Source: an optimization exercise on an open RTL-to-GDS flow (aim: small area). Production flows keep margins and buffers that such runs may drop. In this exercise RTL edits were held to simulation tests only and were not proved equivalent to the original. Power and IR drop assume default switching activity.

--- design/flow/config.mk ---
export PLATFORM = sky130hd
export DESIGN_NAME = car_dash
export DESIGN_NICKNAME = car_dash
export VERILOG_FILES = /design/flow/design.v
export SDC_FILE = /design/flow/constraint.sdc
export NUM_CORES = 8
export LEC_CHECK = 0
export CAP_MARGIN = 20
export CORE_MARGIN = 2
export CORE_UTILIZATION = 40
export SLEW_MARGIN = 20
--- design/flow/design.v ---
`timescale 1ns / 1ps
module counter_100M(clk, rst, scale, cnt);
	input clk;
	input rst;
	input [26:0] scale;
	output reg [31:0] cnt;
	always @(posedge clk) begin
		if (rst) cnt <= 0;
		else if( cnt == scale - 1 )	cnt <= 0;
		else cnt <= cnt + 1;
	end
endmodule
module gen_rand_seq(clk, rst, clkCnt, scale, seq);
	input clk;
	input rst;
	input [31:0] clkCnt;
	input [26:0] scale;
	output reg [0:15] seq;
	reg [31:0] cnt;
	reg [31:0] pi;
	reg [5:0] mod;
	reg [31:0] var_r;
	reg [3:0] rand1;
	reg [3:0] rand2;
	reg [3:0] rand3;
	reg [3:0] rand4;
	reg [3:0] rand5;
	reg [3:0] rand6;
	reg [31:0] temp;
	reg [31:0] cnt_n;
	reg [31:0] pi_n;
	reg [5:0] mod_n;
	reg [31:0] var_r_n;
	reg [0:15] seq_n;
	always @ (*) begin
		seq_n = seq;
		pi_n = pi;
		mod_n = mod;
		var_r_n = var_r;
		temp = 0;
		rand1 = 0; rand2 = 0; rand3 = 0; rand4 = 0; rand5 = 0; rand6 = 0;
		if (cnt > 100000000) cnt_n = 0;
		else cnt_n = cnt + var_r;
		if (clkCnt == (scale/2)) begin
			seq_n = 16'b1000000110000001;
			temp = cnt_n;
			rand1 = temp % 8;
			temp = temp + (pi_n % mod_n);
			pi_n = pi_n/10;
			mod_n = mod_n + 1;
			rand2 = temp % 8;
			temp = temp + (pi_n % mod_n);
			pi_n = pi_n/10;
			mod_n = mod_n + 1;
			rand3 = temp % 8;
			temp = temp + (pi_n % mod_n);
			pi_n = pi_n/10;
			mod_n = mod_n + 1;
			rand4 = (temp % 8) + 8;
			temp = temp + (pi_n % mod_n);
			pi_n = pi_n/10;
			mod_n = mod_n + 1;
			rand5 = (temp % 8) + 8;
			temp = temp + (pi_n % mod_n);
			pi_n = pi_n/10;
			mod_n = mod_n + 1;
			rand6 = (temp % 8) + 8;
			temp = temp + (pi_n % mod_n);
			pi_n = pi_n/10;
			mod_n = mod_n + 1;
			seq_n[rand1] = 1;
			seq_n[rand2] = 1;
			seq_n[rand3] = 1;
			seq_n[rand4] = 1;
			seq_n[rand5] = 1;
			seq_n[rand6] = 1;
			pi_n = 314159265;
			mod_n = 3;
			if (var_r > 100000000) var_r_n = 0;
            else var_r_n = var_r + 1;
		end
	end
	always @ (posedge clk) begin
		if (rst) begin
			seq <= 16'b1000000110000001;
			pi <= 314159265;
			mod <= 3;
			cnt <= 0;
			var_r <= 1;
		end
		else begin
			seq <= seq_n;
			pi <= pi_n;
			mod <= mod_n;
			cnt <= cnt_n;
			var_r <= var_r_n;
		end
	end
endmodule
`timescale 1ns / 1ps
module moveCarImmunity (clk, rst, reset, nextRow, headRow, position, attemptMove, moveResult);
	input clk, rst, reset;
	input [5:0] nextRow, headRow;
	input [2:0] position;
	input [1:0] attemptMove;
	output reg [2:0] moveResult;  
	reg [1:0] moveInput;
	reg [2:0] state;
	reg immunity;
	reg [31:0] immuneCount;
	parameter immuneCycles = 4;	
    always @ (posedge clk) begin
		if (rst) begin
			moveResult <= 0;
			moveInput <= 0;
			state <= 0;
			immunity <= 0;
			immuneCount <= 0;
		end
		else
		case (state) 
			0: begin
				if (reset) state <= 1;
				else if (attemptMove && !moveInput) moveInput <= attemptMove;
            end
			1: begin
				state <= 2;
				if (immunity) begin
					if ((immuneCount + 1) == immuneCycles) begin	
						immunity <= 0;
						immuneCount <= 0;
					end
					else immuneCount <= immuneCount + 1;
					case (moveInput)
						2'b00: begin  
							moveResult <= {1'b0, moveInput};
						end
						2'b10: begin  
							if (position != 5) moveResult <= {1'b0, moveInput}; 
							else moveResult <= 3'b000; 
						end
						2'b01: begin  
							if (position != 0) moveResult <= {1'b0, moveInput}; 
							else moveResult <= 3'b000; 
						end		
					endcase
				end  
				else begin  
					case (moveInput)
						2'b00: begin  
							if (nextRow[position]) begin
								moveResult <= {1'b1, moveInput}; 
								immunity <= 1;
							end
							else moveResult <= {1'b0, moveInput};
						end
						2'b10: begin  
							if ((position != 5) && (nextRow[position + 1] || headRow[position + 1])) begin
								moveResult <= {1'b1, moveInput};
								immunity <= 1;
							end
							else if (position != 5) moveResult <= {1'b0, moveInput};
							else if(position == 5 && nextRow[position]) begin
								moveResult <= {1'b1, moveInput};
								immunity <= 1;
							end
							else moveResult <= 3'b000; 
						end
						2'b01: begin  
							if ((position != 0) && (nextRow[position - 1] || headRow[position - 1])) begin
								moveResult <= {1'b1, moveInput};
								immunity <= 1;
							end
							else if (position != 0) moveResult <= {1'b0, moveInput}; 
							else if(position == 0  && nextRow[position]) begin 
								moveResult <= {1'b1, moveInput};
								immunity <= 1;
							end
							else moveResult <= 3'b000; 
						end		
					endcase
				end
			end  
			2: begin
                if (!reset) begin
                    state <= 0;
				    moveInput <= 0;
                end
			end
		endcase
	end
endmodule
`timescale 1ns / 1ps
module format(
    output reg [1:0] OUT,
    input clk,
    input rst,
    input [9:0] xpos
    );
    always @ (posedge clk) begin
        if (rst) OUT <= 0;
        else if (xpos < 9'd400) begin
            OUT <= 2;
        end
        else if (xpos > 10'd600) begin
            OUT <= 1;
        end
        else OUT <= 0;
    end
endmodule
`timescale 1ns / 1ps
module LED_matrix(clk, rst, cnt_100M, wr_seq, wr_seq_nbits, cs, write, data, debug);
	parameter REFRESH = 25000000;
    input clk;
    input rst;
    input [31:0] cnt_100M;
	input [393:0] wr_seq;
	input [31:0] wr_seq_nbits;
	output reg cs;
	output reg write;
	output reg data;
	output reg debug;
	reg [4:0] curr_seq_idx;
	reg setup_complete;
	reg [393:0] seq_to_board;
	reg [31:0] nbits_to_board;
	parameter HT1632_SYS_DIS = 8'H00;
	parameter HT1632_SYS_EN = 8'H01;
	parameter HT1632_LED_OFF = 8'H02;
	parameter HT1632_LED_ON = 8'H03;
	parameter HT1632_BLINK_OFF = 8'H08;
	parameter HT1632_BLINK_ON = 8'H09;
	parameter HT1632_SLAVE_MODE = 8'H10;
	parameter HT1632_MASTER_MODE = 8'H14;
	parameter HT1632_INT_RC = 8'H18;
	parameter HT1632_EXT_CLK = 8'H1C;
	parameter HT1632_PWM_CONTROL = 8'HA0;
	parameter HT1632_COMMON_16NMOS = 8'H24;
	reg [19:0] sequence_val;
	reg [19:0] sequence_nbits;
	always @(*) begin
		sequence_val = 0;
		sequence_nbits = 0;
		case (curr_seq_idx)
			0: begin sequence_val = (( 4 << 8 ) | HT1632_SYS_EN) << 1; sequence_nbits = 12; end
			1: begin sequence_val = (( 4 << 8 ) | HT1632_LED_ON) << 1; sequence_nbits = 12; end
			2: begin sequence_val = (( 4 << 8 ) | HT1632_BLINK_OFF) << 1; sequence_nbits = 12; end
			3: begin sequence_val = (( 4 << 8 ) | HT1632_MASTER_MODE) << 1; sequence_nbits = 12; end
			4: begin sequence_val = (( 4 << 8 ) | HT1632_INT_RC) << 1; sequence_nbits = 12; end
			5: begin sequence_val = (( 4 << 8 ) | HT1632_COMMON_16NMOS) << 1; sequence_nbits = 12; end
			6: begin sequence_val = (( 4 << 8 ) | (HT1632_PWM_CONTROL | 15)) << 1; sequence_nbits = 12; end
			7: begin sequence_val = (( 5 << 15 ) | 8'b11110000); sequence_nbits = 18; end
			default: begin sequence_val = 0; sequence_nbits = 0; end
		endcase
	end
	integer state;
	always @(posedge clk) begin
		if (rst) begin
			debug <= 1;
			cs <= 1;
			write <= 1;
			data <= 0;
			curr_seq_idx <= 0;
			state <= 0;  
			setup_complete <= 0;
		end
		else
		case(state)
			0:  
				begin
				   if(!setup_complete)  begin
                       seq_to_board <= sequence_val;
                       nbits_to_board <= sequence_nbits;
					   state <= 1;  
                   end
                   else begin
					   if(!(cnt_100M % REFRESH)) begin
						   seq_to_board <= wr_seq;
						   nbits_to_board <= wr_seq_nbits;
						   state <= 1;  
					   end
                   end
                end
			1:  
				begin
					cs <= 0;
					state <= 2;  
				end
			2:  
				begin
					nbits_to_board <= nbits_to_board - 1;
					if( (seq_to_board >> (nbits_to_board - 1)) & 1 )
						data <= 1;
					else
						data <= 0;
					write <= 0;
					state <= 3;  
				end
			3:  
				begin
					write <= 1;
					if(nbits_to_board == 0)	state <= 4;  
					else	state <= 2;  
				end
			4:  
				begin
					cs <= 1;
					state <= 5;  
					curr_seq_idx <= curr_seq_idx + 1;
				end
		    5:  
		        begin
                    if( curr_seq_idx >= 7 ) setup_complete <= 1;
                    state <= 0;	 
	            end
	   endcase
	end
endmodule
`timescale 1ns / 1ps
module seven_seg(clk, rst, en, digit, pos, anode, segment);
    input clk;
    input rst;
    input en;
    input [3:0] digit;
	input [3:0] pos;
	output reg [7:0] anode;
	output reg [6:0] segment;
	always @(posedge clk) begin
		if (rst) begin
			anode <= 8'b11111111;
			segment <= 7'b1111111;
		end
		else if (en) begin
		case (digit)
			0: segment <= 7'b1000000;
			1: segment <= 7'b1111001;
			2: segment <= 7'b0100100;
			3: segment <= 7'b0110000;
			4: segment <= 7'b0011001;
			5: segment <= 7'b0010010;
			6: segment <= 7'b0000010;
			7: segment <= 7'b1111000;
			8: segment <= 7'b0000000;
			9: segment <= 7'b0010000;
		endcase
		case (pos)
		     1: anode <= 8'b11111110;
		     2: anode <= 8'b11111101;
		     3: anode <= 8'b11111011;
		     4: anode <= 8'b11110111;
		     5: anode <= 8'b11101111;
		     6: anode <= 8'b11011111;
		     7: anode <= 8'b10111111;
		     8: anode <= 8'b01111111;
		endcase
		end
	end
endmodule
`timescale 1ns / 1ps
module segmain(anode, segment, clk_100MHz, rst, wins1, wins2);
	parameter SEG_DIV = 100000;
	output [7:0] anode;
	output [6:0] segment;
	input clk_100MHz;
	input rst;
	input [5:0] wins1;
	input [5:0] wins2;
    reg clk_for_7seg;
	reg [3:0] pos;
	reg [3:0] digit;
	reg [31:0] cnt;
	reg [31:0] num;
	integer state;
	wire tick = (cnt == SEG_DIV) && !clk_for_7seg;
	seven_seg seven_seg(
		.clk(clk_100MHz),
		.rst(rst),
		.en(tick),
		.digit(digit),
		.pos(pos),
		.anode(anode),
		.segment(segment)
	);
	always @(posedge clk_100MHz) begin
	   if (rst) begin
			cnt <= 0;
			clk_for_7seg <= 0;
	   end
	   else if( cnt == SEG_DIV)	begin
			cnt <= 0;
			clk_for_7seg <= !clk_for_7seg;
		end
		else begin
		  cnt <= cnt + 1;
	    end
	end
	reg [3:0] pos_n;
	reg [3:0] digit_n;
	reg [31:0] num_n;
	integer state_n;
	always @(*) begin
	       pos_n = pos;
	       digit_n = digit;
	       num_n = num;
	       state_n = state;
	       case(state)
	       0: begin
	           pos_n = 1;
	           num_n = wins2;
	           digit_n = num_n%10;
	           num_n = num_n/10;
	           state_n = state + 1;
	        end
	        1: begin
	           pos_n = 2;
	           digit_n = num_n%10;
	           num_n = num_n/10;
	           state_n = state + 1;
	        end
	        2: begin
	           pos_n = 5;
	           if(num_n == 0) begin
	               num_n = wins1;
	           end
	           digit_n = num_n%10;
	           num_n = num_n/10;
	           state_n = state + 1;
	        end
	        3: begin
	           pos_n = 6;
	           digit_n = num_n%10;
	           num_n = num_n/10;
	           state_n = 0;
	        end
	      endcase
	end
	always @(posedge clk_100MHz) begin
		if (rst) begin
			digit <= 0;
			pos <= 1;
			num <= 0;
			state <= 0;
		end
		else if (tick) begin
			digit <= digit_n;
			pos <= pos_n;
			num <= num_n;
			state <= state_n;
		end
	end
endmodule
`timescale 1ns / 1ps
module car_dash(clk, RST, Buttons, SW, JSTK_X, cs, write, data, debug, anode, segment);
    input clk;
    input RST;                   
    input [1:0] Buttons;         
    input [15:0] SW;             
    input [9:0] JSTK_X;          
    output cs, write, data, debug;
    output [7:0] anode;
    output [6:0] segment;
	parameter SCALE = 2000;
	parameter SEG_DIV = 49;
	reg [3:0] state;
	reg [5:0] wins1;
	reg [5:0] wins2;
    wire [31:0] cnt_100M;
    wire [0:15] rand_seq;
    reg [1:0] get_rand;
	reg moveReset;
	wire [5:0] headRow1;
	wire [5:0] nextRow1;
	wire [5:0] headRow2;
	wire [5:0] nextRow2;
    reg [3:0] headpos1;
	reg [3:0] headpos2;
	wire [2:0] headIn1, headIn2;
	wire [2:0] nextMove1;
	wire [2:0] nextMove2;
    parameter headStart1 = 12;
    parameter headStart2 = 4;
    parameter nextPlace = 15;
    parameter headPlace = 16;
    parameter tailPlace = 17;
    wire [1:0] Joystick;				 
	reg [393:0] seq;
	reg [31:0] seq_nbits;
	parameter ROWS = 16;
	parameter COLS = 24;
	parameter MATRIX_TOTAL = ROWS * COLS;  
	(* mem2reg *) reg [31:0] game_matrix [0:ROWS*COLS-1];
	integer i, j;
    assign headIn1 = ((headpos1-3)%6);
    assign headIn2 = ((headpos2 - 1)% 6);
    wire po5, po4, po3, po2, po1, po0, pt5, pt4, pt3, pt2, pt1, pt0;
    wire pon5, pon4, pon3, pon2, pon1, pon0, ptn5, ptn4, ptn3, ptn2, ptn1, ptn0;
    assign pt5 = ((game_matrix[6*COLS+headPlace] == 100) ? 0 : game_matrix[6*COLS+headPlace]);
    assign pt4 = ((game_matrix[5*COLS+headPlace] == 100) ? 0 : game_matrix[5*COLS+headPlace]);
    assign pt3 = ((game_matrix[4*COLS+headPlace] == 100) ? 0 : game_matrix[4*COLS+headPlace]);
    assign pt2 = ((game_matrix[3*COLS+headPlace] == 100) ? 0 : game_matrix[3*COLS+headPlace]);
    assign pt1 = ((game_matrix[2*COLS+headPlace] == 100) ? 0 : game_matrix[2*COLS+headPlace]);
    assign pt0 = ((game_matrix[1*COLS+headPlace] == 100) ? 0 : game_matrix[1*COLS+headPlace]);
    assign headRow2 = {pt5, pt4, pt3, pt2, pt1, pt0};
    assign ptn5 = game_matrix[6*COLS+nextPlace];
    assign ptn4 = game_matrix[5*COLS+nextPlace];
    assign ptn3 = game_matrix[4*COLS+nextPlace];
    assign ptn2 = game_matrix[3*COLS+nextPlace];
    assign ptn1 = game_matrix[2*COLS+nextPlace];
    assign ptn0 = game_matrix[1*COLS+nextPlace];
    assign nextRow2 = {ptn5, ptn4, ptn3, ptn2, ptn1, ptn0};
    assign po5 = ((game_matrix[14*COLS+headPlace] == 100) ? 0 : game_matrix[14*COLS+headPlace]);
    assign po4 = ((game_matrix[13*COLS+headPlace] == 100) ? 0 : game_matrix[13*COLS+headPlace]);
    assign po3 = ((game_matrix[12*COLS+headPlace] == 100) ? 0 : game_matrix[12*COLS+headPlace]);
    assign po2 = ((game_matrix[11*COLS+headPlace] == 100) ? 0 : game_matrix[11*COLS+headPlace]);
    assign po1 = ((game_matrix[10*COLS+headPlace] == 100) ? 0 : game_matrix[10*COLS+headPlace]);
    assign po0 = ((game_matrix[9*COLS+headPlace] == 100) ? 0 : game_matrix[9*COLS+headPlace]);
    assign headRow1 = {po5, po4, po3, po2, po1, po0};
    assign pon5 = game_matrix[14*COLS+nextPlace];
    assign pon4 = game_matrix[13*COLS+nextPlace];
    assign pon3 = game_matrix[12*COLS+nextPlace];
    assign pon2 = game_matrix[11*COLS+nextPlace];
    assign pon1 = game_matrix[10*COLS+nextPlace];
    assign pon0 = game_matrix[9*COLS+nextPlace];
    assign nextRow1 = {pon5, pon4, pon3, pon2, pon1, pon0};
	counter_100M counter(
		clk,
		RST,
		SCALE,
		cnt_100M
    );
    gen_rand_seq rand_gen(
        clk,
        RST,
        cnt_100M,
        SCALE,
        rand_seq
    );
    moveCarImmunity player1(
        clk,
        RST,
        moveReset,
        nextRow1,
        headRow1,
        headIn1,
        Buttons,
        nextMove1
    );
    moveCarImmunity player2(
        clk,
        RST,
        moveReset,
        nextRow2,
        headRow2,
        headIn2,
        Joystick,
        nextMove2
    );
    format my_format(
       .xpos(JSTK_X),
       .clk(clk),
       .rst(RST),
       .OUT(Joystick)
       );
	LED_matrix #(.REFRESH(SCALE/4)) mat(
		.clk(clk),
		.rst(RST),
		.cnt_100M(cnt_100M),
		.wr_seq(seq),
		.wr_seq_nbits(seq_nbits),
		.cs(cs),
		.write(write),
		.data(data),
		.debug(debug)
    );
    segmain #(.SEG_DIV(SEG_DIV)) main_for_7_seg(
        .anode(anode),
        .segment(segment),
        .clk_100MHz(clk),
        .rst(RST),
        .wins1(wins1),
        .wins2(wins2)
    );
    reg [393:0] seq_comb;
    integer a, b, L, fr, fc;
    always @(*) begin
        seq_comb = 5 << (7 + MATRIX_TOTAL);
        for( a=0; a<ROWS; a = a + 1 ) begin
            for( b=0; b<COLS; b = b + 1 ) begin
                L = a*3 + b/8;
                fr = (L%16)/2 + 8*(L%2);
                fc = 8*(L/16) + b%8;
                if(game_matrix[fr*COLS+fc] == 0)	seq_comb[MATRIX_TOTAL-1 - (a*COLS+b)] = 1'b0;
                else    seq_comb[MATRIX_TOTAL-1 - (a*COLS+b)] = 1'b1;
            end
        end
    end
	always @ (posedge clk) begin
		if (RST) begin
			seq_nbits <= 394;
			get_rand <= 0;
			for( i=0; i<ROWS; i = i + 1 ) begin
				for( j=0; j<COLS; j = j + 1 ) begin
					if (i == 0 || i == 7 || i == 8 || i == 15)
						game_matrix[i*COLS+j] <= 2;
					else if ((i == headStart1 || i == headStart2) && (j == headPlace || j == tailPlace))
						game_matrix[i*COLS+j] <= 100;
					else
						game_matrix[i*COLS+j] <= 0;
				end
			end
			seq <= {10'b1010000000, 24'hffff00, 24'h000000, 24'h000000, 24'h000000,
			        24'h0000ff, 24'hffffff, 24'h000000, 24'h000000, 24'h000000, 24'h000000,
			        24'hffffff, 24'hff0000, 24'h000000, 24'h000000, 24'h000000, 24'h00ffff};
			headpos1 <= headStart1;
			headpos2 <= headStart2;
			state <= 0;
			moveReset <= 0;
			wins1 <= 0;
			wins2 <= 0;
		end
		else
		case (state)
			0: begin
				if (cnt_100M == ((SCALE/2)-6)) begin  
					state <= 1;
					moveReset <= 1;
				end
				else if ((cnt_100M == ((SCALE/2)+(SCALE/10)))) moveReset <= 0;
			end
			1: begin
				state <= 2;
				for( i=0; i<ROWS; i = i + 1 ) begin
					if (i == headpos1 || i == headpos2) begin
						game_matrix[i*COLS+headPlace] <= 0;
						game_matrix[i*COLS+tailPlace] <= 0;
					end
				end
			end
			2: begin
				state <= 3;
				for( j=COLS-1; j > 0; j = j - 1 ) begin
				   for( i=0; i < ROWS; i = i + 1 ) begin
						 game_matrix[i*COLS+j] <= game_matrix[i*COLS+j-1];
				   end
				end
			end
			3: begin
				state <= 4;
				for( i=0; i < ROWS; i = i + 1 ) begin
					if (i == 0 || i == 7 || i == 8 || i == 15) game_matrix[i*COLS] <= 2;
					else begin
						if (get_rand == 3) begin
							if (SW[i]) game_matrix[i*COLS] <= 1;
							else game_matrix[i*COLS] <= rand_seq[i];
						end
						else game_matrix[i*COLS] <= 0;
					end
				end
			end
			4: begin
				state <= 5;
				if (nextMove1[2])  wins2 <= wins2 + 1;
				case (nextMove1[1:0])
					2'b00: headpos1 <= headpos1;
					2'b01: headpos1 <= headpos1 - 1;
					2'b10: headpos1 <= headpos1 + 1;
				endcase
				if (nextMove2[2]) wins1 <= wins1 + 1;
				case (nextMove2[1:0])
					2'b00: headpos2 <= headpos2;
					2'b01: headpos2 <= headpos2 - 1;
					2'b10: headpos2 <= headpos2 + 1;
				endcase
			end
			5: begin
				state <= 6;
				for( i=0; i<ROWS; i = i + 1 ) begin
					if (i == headpos1 || i == headpos2) begin
						game_matrix[i*COLS+headPlace] <= 100;
						game_matrix[i*COLS+tailPlace] <= 100;
					end
				end
			end
			6: begin
				if (cnt_100M == (SCALE/2)) begin
					state <= 0;
					seq <= seq_comb;
					if (get_rand == 3) get_rand <= 0;
					else get_rand <= get_rand + 1;
				end
			end
        endcase
	end
endmodule
--- design/flow/constraint.sdc ---
create_clock -name core_clock -period 40.0 [get_ports {clk}]
set_input_delay 8.0000 -clock core_clock [delete_from_list [all_inputs] [get_ports {clk}]]
set_output_delay 8.0000 -clock core_clock [all_outputs]
set_load 0.01 [all_outputs]
--- design/flow/run.sh ---
#!/bin/bash
# synth_recipe.tcl (not shown) runs the flow's synth.tcl, then flattens the netlist and writes it again
# the make line also repeats each setting of config.mk as NAME=value (left out here)
make -C /OpenROAD-flow-scripts/flow DESIGN_CONFIG=/design/flow/config.mk WORK_HOME=/design/flow/orfs CLKGATE_MAP_FILE= SYNTH_SCRIPT=/design/flow/synth_recipe.tcl finish
==> summary.txt <==
- Status: timing/DRC/antenna clean
- Yosys top cell by area: dfxtp_1
- Remaining Overflow, GRT: 0
- Root Buffer: clkbuf_16
- DR vias/cell: 5.36
- Combinational Power Share: 0.048
- Max transition margin: 0.248
- CP required: 40.39 ns
- Worst ir drop on vdd: 0.0357 mV
- R2R cell count: 59
- CP max stage delay: 0.83 ns
- Synth top area cells: dfxtp_1 32%, edfxtp_1 16%, nand2_1 8.0%, a21oi_1 6.1%, mux4_2 3.6%
- Leakage: 25.2 nW
- Worst Path Max Fanout: 162
- Area delta synth->final: 10.3%
- Reg clk slew, reported paths: 0.06 ns
- Worst Setup Start Kind: flop
- CP Class: flop to flop
- Pin count of the biggest net entering global routing: 205
- Count of pins over their slew limit: 0
- Top Ports: 49
- Switching share of power: 0.225
- Clk sinks: 1447
- Final ANT Viol Nets: 0
- Yosys cell types: 130
- Global Route Usage Sum: 0.170
- CORE AREA: 0.167 mm^2
- WP data arrival: 23.24 ns
- Initial antenna violation count: 0
- Reg power frac: 0.495
- R2r startpoint: counter.cnt[27]
- Final Util: 0.445
- Design Area, Final: 0.0745 mm^2
- Internal power: 2.39 mW
- DRT iter0 DRCs: 3418
- Top_reg_cell synth: dfxtp_1
- Ys async rst share: 0
- Final hold violations: 0
- Setup violators final: 0
- Initial Utilization: 0.403
- Drt pass-1 iters: 6
- Post-CTS Hold Fix Bufs: 0
- Hold Path Class: flop to flop
- Total Nets Final: 7446
- Postcts setup bufs: 0
- Htree depth: 4
- Register area share after synthesis: 0.481
- Share of cells above drive strength 1: 0.0723
- Max Clock Freq: 43.8 MHz
- Critical Path Source: counter.cnt[27]
- Via Count: 51700
- Net Switching: 0.694 mW
- Row count: 150
- Seq cells post-synth: 1447
- Num CTS Buffers: 153
- Clock power share: 0.457
- Half-perimeter wire length after placement: 89700 um
- Routability cong.: 0.820
- Slew @ Worst Pin: 1.12 ns
- Syn. warnings: 10
- Pwr dens: 41.5 mW/mm^2
- Syn Inst Count: 7553
- CTS tree: built
- Post-route total power: 3.09 mW
- Hold path startpoint: mat.wr_seq[360]
- Clock Skew: 0.0236 ns
- Area of the mapped netlist: 0.0675 mm^2
- Antenna diodes: 0
- Final Critical Period: 22.85 ns
- DRC viols: 0
- Hold EP: mat.wr_seq[360]
- Worst-skew pair later-pin latency: 0.79 ns
- Total placed cells including tap cells: 9358
- Vias in the first global route: 48700
- Fin Setup TNS: 0 ns
- Die width: 415 um
- Die Area: 0.172 mm^2
- Hold path depth: 2
- Global-route wire length before repair: 249000 um
- Routed wire length: 150000 um
- Slowest cell on crit path: a21oi_1
- Flop2flop setup slack: 17.15 ns
- Setup crit end kind: flop
- Max-cap violations: 0
- Syn avg cell area: 8.94 um^2
- Clock Path Buffers: 3
- R2R Path End: mat.seq_to_board[191]
- Post-Layout Cell Count: 9643
- Post-synth top area share: 0.324
- Post-CTS sizing: 0
- DR WL/cell: 15.5 um
- Count of input and output buffers: 42
- Die height: 415 um
- Tcrit/Tclk final: 0.571
- Dpl cell area: 0.0694 mm^2
- Post-synth EDFFs: 353
- RSZ-0062 raised after global routing: no
[area by class of cell]
cell class / instances / area (um^2)
clock buffer: 236 / 4580
sequential: 1447 / 32500
clock inverter: 48 / 493
tap: 2204 / 2760
timing repair buffer: 92 / 921
inverter: 98 / 368
fill: 16300 / 92900
multi-input combinational: 5518 / 32900
[power by group through the flow]
stage	combinational, mW	clock, mW	sequential (mW)
after floorplan	0.104	0	1.57
after global placement	0.146	0	1.56
after detailed placement	0.148	0	1.56
after CTS	0.148	1.45	1.53
after global routing	0.161	1.51	1.53
final	0.147	1.41	1.53
[state kept, by name (all words and copies together), names as in the netlist, 7 cells and up, named ones only]
name and flops:
counter.cnt 32, game_matrix 448, main_for_7_seg.cnt 32, main_for_7_seg.seven_seg.anode 7, main_for_7_seg.seven_seg.segment 7, main_for_7_seg.state 32, mat.nbits_to_board 32, mat.seq_to_board 321
mat.wr_seq 320, player1.immuneCount 32, player2.immuneCount 32, rand_gen.cnt 32, rand_gen.seq 12, rand_gen.var_r 32
[synthesized netlist by cell type, types with 18 or more instances]
cell type and count:
o21ai_0 165, clkbuf_1 434, o21bai_1 62, o31ai_1 25, a21oi_1 818, and2_1 369, o22ai_1 24, dfxtp_1 1094
edfxtp_1 353, ha_1 105, nor2_1 619, nand4_1 45, mux4_2 107, a22oi_1 65, o21a_1 22, a211o_1 18
mux2i_1 48, mux2_2 20, nor4_1 56, nand3b_1 51, nor2b_1 25, a211oi_1 39, o211ai_1 45, xnor2_1 154
or2_2 22, buf_2 23, a22o_1 18, nor3b_1 32, buf_1 23, nor3_1 305, or3_1 44, nand2_1 1447
nand2b_1 45, a21o_1 32, and3_1 94, a31oi_1 40, xor2_1 116, nand3_1 131, inv_1 95
[worst max-delay path by stage]
| stage | end | cells after the start |
|---|---|---|
| floorplan | mat.seq_to_board[0] | 63 |
| global placement | mat.seq_to_board[311] | 59 |
| finish | mat.seq_to_board[191] | 59 |
| detailed placement | mat.seq_to_board[311] | 59 |
| CTS | mat.seq_to_board[304] | 59 |
| global route | mat.seq_to_board[304] | 58 |
[routing by layer]
layer	global-route usage	part of all wire	up-vias
li1	-	-	25900
met4	0.0454	0.019	0
met5	0	0	-
met1	0.231	0.48	24800
met3	0.0233	0.034	191
met2	0.284	0.47	730
[stage by stage]
step                hold slack, ns  worst slack (ns)
floorplan                    0.430              9.99
global placement             0.437             17.74
detailed placement           0.437             17.46
CTS                          0.442             17.38
global route                 0.464             15.30
finish                       0.447             17.15
[cells by family after synthesis]
family                   synth area share
adder cells (fa/ha/maj)            0.0217
buffers and inverters              0.0339
multiplexers                       0.0480
other                           0.0000555
AO/OA/AOI/OAI                       0.150
AND/OR/NAND/NOR                     0.229
XOR/XNOR                           0.0357
flip-flops                          0.481
[critical path: cells and delay by family, from the launching register on]
kind                     cells  cell delay, ns
AO/OA/AOI/OAI               36           12.04
AND/OR/NAND/NOR             14            5.02
XOR/XNOR                     3            1.81
buffers and inverters        2            1.30
multiplexers                 3            0.99
flip-flops                   1            0.63
adder cells (fa/ha/maj)      1            0.38
[placed cells by master, fill, tap and decap left out, types with 94 or more instances in the layout]
| master | instances |
|---|---|
| ha_1 | 104 |
| nand2_1 | 1447 |
| mux4_2 | 107 |
| xor2_1 | 114 |
| a21oi_1 | 818 |
| nand3_1 | 130 |
| and3_1 | 94 |
| xnor2_1 | 153 |
| dfxtp_1 | 1093 |
| and2_1 | 369 |
| edfxtp_1 | 353 |
| clkbuf_16 | 158 |
| o21ai_0 | 165 |
| nor3_1 | 304 |
| inv_1 | 95 |
| nor2_1 | 617 |

## separate check: timing with driven ports
In the flow no input, the clock included, has a driving cell. The finished layout below was timed again as built, in two steps. Step 1, drivers: a clkbuf_16 drives clk and a buf_2 each remaining input, both assumed. Step 2 also shifts input and output timing later by t, the mid clock arrival at the registers, as if the neighbouring blocks saw the same clock. a / b / c = ideal ports / drivers / drivers and shift; a / b = the first two.
t (ns): 0.859
slack for setup (ns): 17.152 / 17.152 / 17.152
clock arrival spread, ns: 0.029 / 0.028
After both steps setup and hold are still met in this run. The setup slack of this run moves by 0.000 ns with the drivers and by 0.000 ns with both steps.
